What follows belongs to an exercise in optimizing a design on an open flow for small area, a short achievable clock period and few clock cycles per item; a production flow would make more cautious choices. No run shown here included a check of the RTL's function; only the layout flow was run. Power and IR drop assume default switching activity.

## flow/design.v (module list and top-level ports; edited modules follow where they fit)
// module PixelSolverMultiCore: 6644 lines
// module MandelFA: 4 lines
// module MandelHA: 4 lines
module PixelSolverMultiCore (
  input               io_cmd_valid,
  output              io_cmd_ready,
  input      [27:0]   io_cmd_payload_x,
  input      [27:0]   io_cmd_payload_y,
  output              io_rsp_valid,
  input               io_rsp_ready,
  output     [5:0]    io_rsp_payload_iteration,
  input               clk,
  input               reset
);
  // ...
==> flow/run.sh <==
#!/bin/bash
# synth_recipe.tcl (not shown) runs the flow's synth.tcl, then flattens the netlist and writes it again
# the make line also repeats each setting of config.mk as NAME=value (left out here)
make -C /OpenROAD-flow-scripts/flow DESIGN_CONFIG=/design/flow/config.mk WORK_HOME=/design/flow/orfs CLKGATE_MAP_FILE= SYNTH_SCRIPT=/design/flow/synth_recipe.tcl finish
==> flow/config.mk <==
export PLATFORM = sky130hd
export DESIGN_NAME = PixelSolverMultiCore
export DESIGN_NICKNAME = PixelSolverMultiCore
export VERILOG_FILES = /design/flow/design.v
export SDC_FILE = /design/flow/constraint.sdc
export NUM_CORES = 8
export LEC_CHECK = 0
export CAP_MARGIN = 20
export CORE_MARGIN = 2
export CORE_UTILIZATION = 50
export SETUP_SLACK_MARGIN = 5
export SLEW_MARGIN = 20
export SYNTH_HIERARCHICAL = 1
==> flow/constraint.sdc <==
create_clock -name core_clock -period 10.0 [get_ports {clk}]
set_input_delay 2.0000 -clock core_clock [delete_from_list [all_inputs] [get_ports {clk}]]
set_output_delay 2.0000 -clock core_clock [all_outputs]
set_load 0.01 [all_outputs]
==> impl_summary.txt, run 1 <==
----------------------------------------------------
[Power]
  Reported net switching power ... 2160 uW
  Switching Fraction ... 21.3%
  IR drop worst, VDD ... 0.133 mV
  PD cells ... 133 nW/um^2
  Fraction of power consumed by sequential logic ... 48.2%

[Detailed routing]
  Met3 WL post-DR ... 16.0 mm
  Number of routed nets with antenna violations ... 0
  Detailed-route wire length on metal 1 ... 73.2 mm
  Total detailed-routing wirelength ... 187 mm

[GRT]
  Initial antenna violation count ... 1
  Fraction of met1 tracks used by global routing ... 34.7%
  GR Util met2 ... 43.6%

[Finish]
  Final instance area ... 76300 um^2
  Number of antenna cells inserted ... 3
  Most area-hungry cell class in the final design ... multi-input combinational cells
  Largest regs ... p1_snap (56), p2_snap (56), r0_snap (56)
  Final Non-Filler Cells ... 7872
  Non-clk buf share ... 1.95%

[Yosys]
  Synth Area in Simple Gates ... 6.80%
  Number of synthesized flops with an enable pin ... 54
  Post-synthesis instance area ... 69300 um^2
  Leading cell type by number of instances after synthesis ... sky130_fd_sc_hd__dfxtp_1
  Share of flip-flops with an asynchronous set or reset ... 1.88%
  Post-Syn Area per Cell ... 11.4 um^2

[STA]
  Clock tree skew after final layout ... 0.0343 ns
  Final worst-path cycle share ... 40.5%
  Minimum clock period ... 4.05 ns
  Max Transition Viols Final ... 0

[Run status]
  Run status ... no timing/DRC/antenna violations

[Place]
  Post-place setup slack ... 5.81 ns
  Placed cell count ... 7623

[Hold path]
  Hold Path Origin ... p1_x0[15]$_DFF_P_

[Critical path]
  Gate family responsible for the most delay along the worst path ... flip-flops
  Type of destination of the critical path ... output port
  Classification of the worst setup path ... reg2out
  Cell Chain, Critical Path ... clkdlybuf4s50_1

[Floorplanning]
  Width of the die ... 376 um

[Clock network]
  Clock buffer count from CTS ... 137

----------------------------------------------------
==> inputs of run 2 (changes only) <==
==> flow/flow/run.sh (new file) <==
#!/bin/bash
set -euo pipefail
MARGIN=${MARGIN:-6}
sed "s/SETUP_SLACK_MARGIN=[0-9.]*/SETUP_SLACK_MARGIN=$MARGIN/" standard.sh > standard_margin.sh
bash standard_margin.sh > standard.log 2>&1
==> flow/standard.sh (new file) <==
#!/bin/bash
# synth_recipe.tcl (not shown) runs the flow's synth.tcl, then flattens the netlist and writes it again
# the make line also repeats each setting of config.mk as NAME=value (left out here)
make -C /OpenROAD-flow-scripts/flow DESIGN_CONFIG=/design/flow/config.mk WORK_HOME=/design/flow/orfs CLKGATE_MAP_FILE= SYNTH_SCRIPT=/design/flow/synth_recipe.tcl "${@:-finish}"
removed: flow/run.sh
==> impl_summary.txt, run 2 <==
----------------------------------------------------
[Run status]
  Run status ... no timing/DRC/antenna violations (unchanged)

[STA]
  Transition time at the pin with the least slew margin ... 1.10 ns (was 1.11 ns)
  Final worst-path cycle share ... 39.3% (was 40.5%)
  Setup_tns ... 0 ns (unchanged)
  Top achievable clock speed ... 0.255 GHz (was 0.247 GHz)
  Setup-failing EPs final ... 0 (unchanged)
  Final worst slack ... 6.07 ns (was 5.95 ns)
  Count of final hold-check violations ... 0 (unchanged)
  Minimum clock period ... 3.93 ns (was 4.05 ns)
  Setup repair after global routing missed its margin ... no (unchanged)
  Clock tree skew after final layout ... 0.0354 ns (was 0.0343 ns)
  Worst slew margin relative to its limit ... 26.9% (was 25.8%)
  Max Transition Viols Final ... 0 (unchanged)

[Place]
  Post-place setup slack ... 5.81 ns (unchanged)
  Detailed placer's ending HPWL ... 123 mm (unchanged)
  Routability cong. ... 0.832 (unchanged)
  Placed cell count ... 7623 (unchanged)
  Count of buffers inserted at the top-level ports ... 67 (unchanged)

[Critical path]
  Setup crit start ... r0_y[11]$_DFF_P_ (was tk$_DFF_PP0_)
  Worst setup slack for register-to-register paths ... 6.07 ns (was 5.99 ns)
  Classification of the worst setup path ... reg2reg (was reg2out)
  Worst-case reg-to-reg path depth ... 8 (unchanged)
  Worst-path maximum fanout ... 30 (was 17)
  Element type at the critical path start ... register (unchanged)
  Type of destination of the critical path ... register (was output port)
  Reg-to-reg endpoint ... q1_s3081$_DFF_P_ (unchanged)
  Beginning of the worst register-to-register path ... r0_y[11]$_DFF_P_ (unchanged)
  Data required time at the worst endpoint ... 10.66 ns (was 8.00 ns)
  Capture point of the critical path ... q1_s3081$_DFF_P_ (was io_cmd_ready)
  Data arrival at the endpoint of the critical path ... 4.59 ns (was 2.05 ns)

[Detailed routing]
  Starting DRT DRC Count ... 3606 (was 3529)
  Total detailed-routing wirelength ... 187 mm (about the same)
  Post-detailed-route via-to-cell ratio ... 5.52 (was 5.53)
  Routed len/inst ... 23.7 um (about the same)
  Vias ... 43500 (about the same)
  Count of unresolved DRC violations after routing ... 0 (unchanged)
  Number of routed nets with antenna violations ... 0 (unchanged)
  Detailed-routing iteration count for the pre-antenna-repair pass ... 7 (was 6)

[Power]
  IR drop worst, VDD ... 0.133 mV (about the same)
  Switching Fraction ... 21.3% (about the same)
  Leak Pwr ... 0.0326 uW (about the same)
  Combinational share of power ... 0.4% (about the same)
  PD cells ... 133 nW/um^2 (about the same)
  Int Power ... 7990 uW (unchanged)
  Clk network pwr share ... 51.4% (about the same)
  Reported net switching power ... 2160 uW (about the same)
  Fraction of power consumed by sequential logic ... 48.2% (about the same)

[Yosys]
  Sequential share of the synthesized area ... 36.2% (unchanged)
  Top cell type's share of synthesized area ... 33.0% (unchanged)
  Yosys top cell by area ... sky130_fd_sc_hd__dfxtp_1 (unchanged)
  Number of synthesized flops with an enable pin ... 54 (unchanged)
  Number of unique standard cell types used by synthesis ... 71 (unchanged)
  Top cells by area in the synthesized netlist ... sky130_fd_sc_hd__dfxtp_1 33%, sky130_fd_sc_hd__fa_1 31%, sky130_fd_sc_hd__xnor2_1 4.8%, sky130_fd_sc_hd__ha_1 4.1%, sky130_fd_sc_hd__nand2_1 4.0% (unchanged)
  Post-synthesis instance area ... 69300 um^2 (unchanged)
  Leading post-synthesis cells by instance count ... 1144 x sky130_fd_sc_hd__dfxtp_1, 1084 x sky130_fd_sc_hd__fa_1, 747 x sky130_fd_sc_hd__nand2_1 (unchanged)
  Syn Nets ... 7432 (unchanged)
  Post-Syn Area per Cell ... 11.4 um^2 (unchanged)
  Instance count of the mapped netlist ... 6060 (unchanged)
  Register bit count reported by yosys ... 1221 (unchanged)
  Primary FF master, synth ... sky130_fd_sc_hd__dfxtp_1 (unchanged)
  Share of flip-flops with an asynchronous set or reset ... 1.88% (unchanged)
  Leading cell type by number of instances after synthesis ... sky130_fd_sc_hd__dfxtp_1 (unchanged)
  Count of synthesis-stage warnings from yosys ... 7 (unchanged)

[Floorplanning]
  Overall die height ... 376 um (unchanged)
  Width of the die ... 376 um (unchanged)
  Number of top-level design ports ... 68 (unchanged)
  Die outline area ... 142000 um^2 (unchanged)
  Effective utilization at floorplan ... 50.4% (unchanged)
  Standard-cell row count ... 136 (unchanged)
  Area inside the core boundary ... 137000 um^2 (unchanged)

[Hold path]
  Worst hold-check path type ... reg2reg (unchanged)

[Clock network]
  Count of clock tree sinks ... 1221 (unchanged)
  Clock transition at path regs ... 0.06 ns (about the same)
  Cell at the root of the clock tree ... sky130_fd_sc_hd__clkbuf_16 (unchanged)
  TritonCTS clock tree ... built (unchanged)
  Clock buffer count from CTS ... 137 (unchanged)
  # H-tree levels ... 4 (unchanged)
  Clock latency on the worst-skew pair ... 0.79 ns (about the same)
  Buffers from clock root to sink, at most ... 3 (unchanged)
  Hold_buf cts ... 0 (unchanged)

[GRT]
  Maximum number of pins on one net before global-route repair ... 149 (unchanged)
  Number of global-route vias before repair ... 47100 (about the same)
  Initial antenna violation count ... 1 (unchanged)
  Wire length of the first global-routing pass ... 286 mm (about the same)
  Remaining Overflow, GRT ... 0 (unchanged)
  Global-route usage over all layers ... 27.1% (was 27.0%)

[Finish]
  Largest regs ... p1_snap (56), p2_snap (56), r0_snap (56) (unchanged)
  Final Non-Filler Cells ... 7873 (was 7872)
  Commonest non-fill, non-tap cells in the layout ... 1102 x sky130_fd_sc_hd__dfxtp_1, 1083 x sky130_fd_sc_hd__fa_1, 747 x sky130_fd_sc_hd__nand2_1, 653 x sky130_fd_sc_hd__inv_1, 380 x sky130_fd_sc_hd__xnor2_1 (was 1102 x sky130_fd_sc_hd__dfxtp_1, 1084 x sky130_fd_sc_hd__fa_1, 747 x sky130_fd_sc_hd__nand2_1, 653 x sky130_fd_sc_hd__inv_1, 380 x sky130_fd_sc_hd__xnor2_1)
  Area growth from synthesis to final layout ... 10.1% (about the same)
  Final nets ... 7342 (was 7340)
  Ratio of cells with drive above 1 in the final layout ... 8.26% (was 8.16%)
  Leading cell type in the layout, fill and taps excluded ... sky130_fd_sc_hd__dfxtp_1 (unchanged)

[Job]
  Max-capacitance violation count ... 0 (unchanged)

----------------------------------------------------
-- run 2: cell counts after synthesis --
Identical to the previous run, type by type.
-- run 2: critical path, stage by stage (launching register included) --
cell	delay, ns
sky130_fd_sc_hd__dfxtp_1	0.31
sky130_fd_sc_hd__buf_4	0.41
sky130_fd_sc_hd__clkinvlp_4	0.32
sky130_fd_sc_hd__buf_4	0.39
sky130_fd_sc_hd__xnor2_1	0.28
sky130_fd_sc_hd__fa_1	0.48
sky130_fd_sc_hd__fa_1	0.60
sky130_fd_sc_hd__fa_1	0.47
sky130_fd_sc_hd__fa_1	0.48
-- run 2: logic make-up after synthesis --
group	share of synthesized area, %
compound gates	7.46
xor+xnor	6.64
fa+ha+maj	35.4
buf+inv	5.78
flops	36.2
mux	1.72
simple gates	6.80
-- run 2: modules after synthesis (local to each module, per instance) --
module | times used | cell area [um^2] | cells inside | flops+latches
PixelSolverMultiCore | 1 | 47600 | 4970 | 1221
MandelFA | 1079 | 20.0 | 1 | 0
MandelHA | 11 | 12.5 | 1 | 0
-- run 2: worst min-delay path by stage --
stage | from | end | slack, ns | cells after the start
2_1_floorplan | p1_cyc$_DFF_P_ | p2_cyc$_DFF_P_ | 0.31 | 0
3_3_place_gp | p1_x0[17]$_DFF_P_ | p2_x0[17]$_DFF_P_ | 0.31 | 0
3_5_place_dp | p1_snap[23]$_DFF_P_ | p2_snap[23]$_DFF_P_ | 0.31 | 0
4_1_cts | p1_snap[46]$_DFF_P_ | p2_snap[46]$_DFF_P_ | 0.31 | 0
5_1_grt | p2_snap[25]$_DFF_P_ | r0_snap[25]$_DFF_P_ | 0.31 | 0
6_report | p1_x0[15]$_DFF_P_ | p2_x0[15]$_DFF_P_ | 0.30 | 0
-- run 2: final cells by class --
| class | count | area [um^2] |
|---|---|---|
| diodes | 2 | 5.00 |
| clock buffers | 190 | 4020 |
| clock inverters | 56 | 697 |
| fillers | 11700 | 61100 |
| inverters | 662 | 2490 |
| multi-input cells | 3772 | 40300 |
| flip-flops and latches | 1221 | 25200 |
| well taps | 1794 | 2240 |
| repair buffers | 176 | 1510 |
-- run 2: timing repair --
item | 4_1_cts | 5_1_grt
setup buffers | 1 | 1
gates resized for setup | 0 | 6
pin swaps | 0 | 4
setup endpoints to repair | 1 | 9
-- run 2: power groups by stage --
stage	sequential (uW)	combinational [uW]	clock (uW)
finish	4900	40.6	5210
floorplan	5000	8.51	0
global placement	5000	40.6	0
CTS	4890	41.3	5330
global route	4890	45.1	5520
detailed placement	5000	41.1	0
-- run 2: through the flow --
step | hold slack [ns] | power (uW) | util (%) | cell area [um^2]
after CTS | 0.311 | 10300 | 55.5 | 76300
after floorplan | 0.310 | 5010 | - | 69300
after global routing | 0.315 | 10500 | 55.5 | 76400
after global placement | 0.309 | 5040 | 52.1 | 71600
final | 0.305 | 10100 | 55.5 | 76400
after detailed placement | 0.312 | 5040 | 52.1 | 71600
-- run 2: per-layer routing --
metal	part of all wire, %	up-vias	GRT usage (%)
li1	-	18900	-
met1	39	22200	34.7
met2	47	1901	43.6
met3	8.3	456	6.23
met4	4.9	2	12.7
met5	0.0070	-	0
==> inputs of run 3 (changes only) <==
==> flow/flow/run.sh (replaced) <==
#!/bin/bash
set -euo pipefail
MARGIN=${MARGIN:-7}
sed "s/SETUP_SLACK_MARGIN=[0-9.]*/SETUP_SLACK_MARGIN=$MARGIN/" standard.sh > standard_margin.sh
bash standard_margin.sh > standard.log 2>&1
==> impl_summary.txt, run 3 <==
----------------------------------------------------
[Floorplanning]
  Number of top-level design ports ... 68 (unchanged)
  Standard-cell row count ... 136 (unchanged)
  Width of the die ... 376 um (unchanged)
  Die outline area ... 142000 um^2 (unchanged)
  Effective utilization at floorplan ... 50.4% (unchanged)
  Overall die height ... 376 um (unchanged)
  Area inside the core boundary ... 137000 um^2 (unchanged)

[Run status]
  Run status ... no timing/DRC/antenna violations (unchanged)

[Finish]
  Final nets ... 7505 (was 7342)
  Leading cell type in the layout, fill and taps excluded ... sky130_fd_sc_hd__dfxtp_1 (unchanged)
  Area used by sequential logic in the layout ... 25300 um^2 (was 25200 um^2)
  Filler instances ... 11200 (was 11700)
  Footprint of the multi-input gates ... 41500 um^2 (was 40300 um^2)
  Largest regs ... p1_snap (56), p2_snap (56), r0_snap (56) (unchanged)
  Area growth from synthesis to final layout ... 16.4% (was 10.1%)
  Ratio of cells with drive above 1 in the final layout ... 14.4% (was 8.26%)
  Final instance area ... 80700 um^2 (was 76400 um^2)
  Commonest non-fill, non-tap cells in the layout ... 1093 x sky130_fd_sc_hd__dfxtp_1, 1037 x sky130_fd_sc_hd__fa_1, 744 x sky130_fd_sc_hd__nand2_1, 645 x sky130_fd_sc_hd__inv_1, 343 x sky130_fd_sc_hd__xnor2_1 (was 1102 x sky130_fd_sc_hd__dfxtp_1, 1083 x sky130_fd_sc_hd__fa_1, 747 x sky130_fd_sc_hd__nand2_1, 653 x sky130_fd_sc_hd__inv_1, 380 x sky130_fd_sc_hd__xnor2_1)

[STA]
  Worst slew margin relative to its limit ... 31.0% (was 26.9%)
  Clock tree skew after final layout ... 0.0379 ns (was 0.0354 ns)
  Top achievable clock speed ... 0.280 GHz (was 0.255 GHz)
  Setup_tns ... 0 ns (unchanged)
  Setup-failing EPs final ... 0 (unchanged)
  Count of final hold-check violations ... 0 (unchanged)
  Max Transition Viols Final ... 0 (unchanged)
  Final worst-path cycle share ... 35.8% (was 39.3%)
  Minimum clock period ... 3.58 ns (was 3.93 ns)
  Setup repair after global routing missed its margin ... yes (was no)
  Transition time at the pin with the least slew margin ... 1.03 ns (was 1.10 ns)

[Critical path]
  Gate family responsible for the most delay along the worst path ... compound AO/OA/AOI/OAI gates (was adder cells)
  Setup crit start ... q2_s3302$_DFF_P_ (was r0_y[11]$_DFF_P_)
  CP Depth ... 13 (was 8)
  Type of destination of the critical path ... register (unchanged)
  Max stage delay on crit path ... 0.51 ns (was 0.60 ns)
  Worst-case reg-to-reg path depth ... 13 (was 8)
  Master of the slowest instance on the critical path ... sky130_fd_sc_hd__a2111o_1 (was sky130_fd_sc_hd__fa_1)
  Data arrival at the endpoint of the critical path ... 4.25 ns (was 4.59 ns)
  Data required time at the worst endpoint ... 10.67 ns (was 10.66 ns)
  Beginning of the worst register-to-register path ... q2_s3302$_DFF_P_ (was r0_y[11]$_DFF_P_)
  Count of buffering cells on the critical path with inverters included ... 2 (was 3)
  Classification of the worst setup path ... reg2reg (unchanged)
  Most frequent CP cell ... sky130_fd_sc_hd__fa_2 (was sky130_fd_sc_hd__fa_1)
  Cell Chain, Critical Path ... inv_2, fa_2, fa_2, a211oi_4, o211ai_4, a31oi_4, o211ai_2, a2111o_1, a41oi_2, xor2_2, buf_4, and3_4, o31a_1 (was buf_4, clkinvlp_4, buf_4, xnor2_1, fa_1, fa_1, fa_1, fa_1)
  Worst-path maximum fanout ... 5 (was 30)
  Element type at the critical path start ... register (unchanged)

[Yosys]
  Primary FF master, synth ... sky130_fd_sc_hd__dfxtp_1 (unchanged)
  Register bit count reported by yosys ... 1221 (unchanged)
  Share of flip-flops with an asynchronous set or reset ... 1.88% (unchanged)
  Number of synthesized flops with an enable pin ... 54 (unchanged)
  Leading cell type by number of instances after synthesis ... sky130_fd_sc_hd__dfxtp_1 (unchanged)
  Post-Syn Area per Cell ... 11.4 um^2 (unchanged)
  Top cells by area in the synthesized netlist ... sky130_fd_sc_hd__dfxtp_1 33%, sky130_fd_sc_hd__fa_1 31%, sky130_fd_sc_hd__xnor2_1 4.8%, sky130_fd_sc_hd__ha_1 4.1%, sky130_fd_sc_hd__nand2_1 4.0% (unchanged)
  Syn Nets ... 7432 (unchanged)
  Yosys top cell by area ... sky130_fd_sc_hd__dfxtp_1 (unchanged)
  Count of synthesis-stage warnings from yosys ... 7 (unchanged)
  Number of unique standard cell types used by synthesis ... 71 (unchanged)
  Sequential share of the synthesized area ... 36.2% (unchanged)
  Leading post-synthesis cells by instance count ... 1144 x sky130_fd_sc_hd__dfxtp_1, 1084 x sky130_fd_sc_hd__fa_1, 747 x sky130_fd_sc_hd__nand2_1 (unchanged)
  Post-synthesis instance area ... 69300 um^2 (unchanged)
  Instance count of the mapped netlist ... 6060 (unchanged)
  Top cell type's share of synthesized area ... 33.0% (unchanged)

[GRT]
  Number of global-route vias before repair ... 48400 (was 47100)
  Initial antenna violation count ... 3 (was 1)
  Maximum number of pins on one net before global-route repair ... 82 (was 149)
  Remaining Overflow, GRT ... 0 (unchanged)
  Global-route usage over all layers ... 28.7% (was 27.1%)
  Wire length of the first global-routing pass ... 301 mm (was 286 mm)

[Detailed routing]
  Total detailed-routing wirelength ... 201 mm (was 187 mm)
  Routed len/inst ... 25.0 um (was 23.7 um)
  Detailed-routing iteration count for the pre-antenna-repair pass ... 7 (unchanged)
  Starting DRT DRC Count ... 4106 (was 3606)
  Post-detailed-route via-to-cell ratio ... 5.60 (was 5.52)
  Vias ... 45000 (was 43500)
  Number of routed nets with antenna violations ... 0 (unchanged)
  Count of unresolved DRC violations after routing ... 0 (unchanged)

[Hold path]
  Depth of the worst hold-timing path ... 0 (unchanged)
  Worst hold-check path type ... reg2reg (unchanged)
  Hold Path Origin ... p1_y0[0]$_DFF_P_ (was p1_x0[15]$_DFF_P_)

[Place]
  Count of buffers inserted at the top-level ports ... 67 (unchanged)
  Post-place instance area ... 71800 um^2 (was 71600 um^2)
  Detailed placer's ending HPWL ... 124 mm (was 123 mm)
  Routability cong. ... 0.840 (was 0.832)

[Clock network]
  Hold_buf cts ... 0 (unchanged)
  Clock buffer count from CTS ... 135 (was 137)
  Cell at the root of the clock tree ... sky130_fd_sc_hd__clkbuf_16 (unchanged)
  # H-tree levels ... 4 (unchanged)
  Count of clock tree sinks ... 1221 (unchanged)
  TritonCTS clock tree ... built (unchanged)
  Clock latency on the worst-skew pair ... 0.79 ns (about the same)
  Buffers from clock root to sink, at most ... 3 (unchanged)
  Clock transition at path regs ... 0.06 ns (about the same)

[Power]
  IR drop worst, VDD ... 0.158 mV (was 0.133 mV)
  Leak Pwr ... 0.0344 uW (was 0.0326 uW)
  PD cells ... 125 nW/um^2 (was 133 nW/um^2)

[Job]
  Max-capacitance violation count ... 0 (unchanged)

----------------------------------------------------
## run 3: stage by stage
step / power [uW] / std cells / hold WS (ns) / setup slack (ns) / util (%)
after floorplan: 5010 / 6060 / 0.310 / 6.71 / -
after detailed placement: 5040 / 7633 / 0.312 / 5.95 / 52.2
after global placement: 5040 / 7633 / 0.310 / 5.93 / 52.2
final: 10100 / 8037 / 0.305 / 6.42 / 58.7
after CTS: 10200 / 7994 / 0.305 / 6.31 / 57.8
after global routing: 10400 / 8035 / 0.304 / 6.34 / 58.7
## run 3: power breakdown
| group | total, uW | internal [uW] | switching, uW |
|---|---|---|---|
| logic | 41.3 | 24.4 | 16.9 |
| registers | 4890 | 4890 | 0.0000000000000227 |
| clock network | 5150 | 2980 | 2170 |
| total | 10100 | 7890 | 2190 |
## run 3: Yosys stat by module, one instance, submodules excluded
module	cell area, um^2	times used	cells
MandelFA	20.0	1079	1
MandelHA	12.5	11	1
PixelSolverMultiCore	47600	1	4970
## run 3: cell families after synthesis
group / synth area share (%)
fa+ha+maj: 35.4
flops: 36.2
simple gates: 6.80
buf+inv: 5.78
compound gates: 7.46
xor+xnor: 6.64
mux: 1.72
## run 3: per-layer routing
metal,track usage (%),wire [um],part of all wire [%]
met5,0,11,0.0055
met4,14.5,12400,6.2
met3,6.60,18500,9.2
met2,45.9,93100,46
met1,36.6,76500,38
## run 3: layout make-up
cell class	count	share of cell area (%)
Antenna cell	2	0.00620
Clock buffer	181	4.66
Clock inverter	64	1.08
Inverter	662	3.15
Multi-Input combinational cell	3772	51.4
Sequential cell	1221	31.3
Tap cell	1794	2.78
Timing Repair Buffer	341	5.65
## run 3: worst paths after layout
path	to	slack, ns
max in group asynchronous	tk$_DFF_PP0_	7.64
worst min register to register	p2_y0[0]$_DFF_P_	0.31
worst min-delay path	p2_y0[0]$_DFF_P_	0.31
worst max register to register	r0_bt[13]$_DFF_P_	6.42
worst max-delay path	r0_bt[13]$_DFF_P_	6.42
min in group asynchronous	rob_v[0]$_DFF_PP0_	1.72
## run 3: timing repair
item                                    CTS  global route
buffers inserted                         89            34
gates cloned                             27             7
pin swaps                               102           150
resized for setup                       385           206
endpoints found under the setup margin  323           144

[separate check: timing with driven ports]
Ports are ideal in the flow. The routed layouts listed here were re-timed in OpenROAD.
Step 1 (the two cells are an assumption about what drives the block):
set clk [get_ports {clk}]
set_driving_cell -lib_cell sky130_fd_sc_hd__clkbuf_16 $clk
set_driving_cell -lib_cell sky130_fd_sc_hd__buf_2 [delete_from_list [all_inputs] $clk]
Step 2, shift: input delay + t, output delay - t, t = (earliest + latest rising clock arrival at the registers) / 2. This alone moves slack from input paths to output paths.
a / b / c = ideal ports / drivers / drivers and shift; a / b = the first two.
run | t, ns | setup slack, ns | worst setup path at the end | cell pins on the clock port's net
run 1 | 0.851 | 5.948 / 5.866 / 5.798 | input to register | 1
run 2 | 0.852 | 6.071 / 6.071 / 5.809 | input to register | 1
run 3 | 0.853 | 6.423 / 6.423 / 6.238 | input to register | 1
After both steps setup and hold are still met in every run listed. For run 2, which loses most, drivers alone change the setup slack by 0.000 ns; drivers and shift together by -0.262 ns.
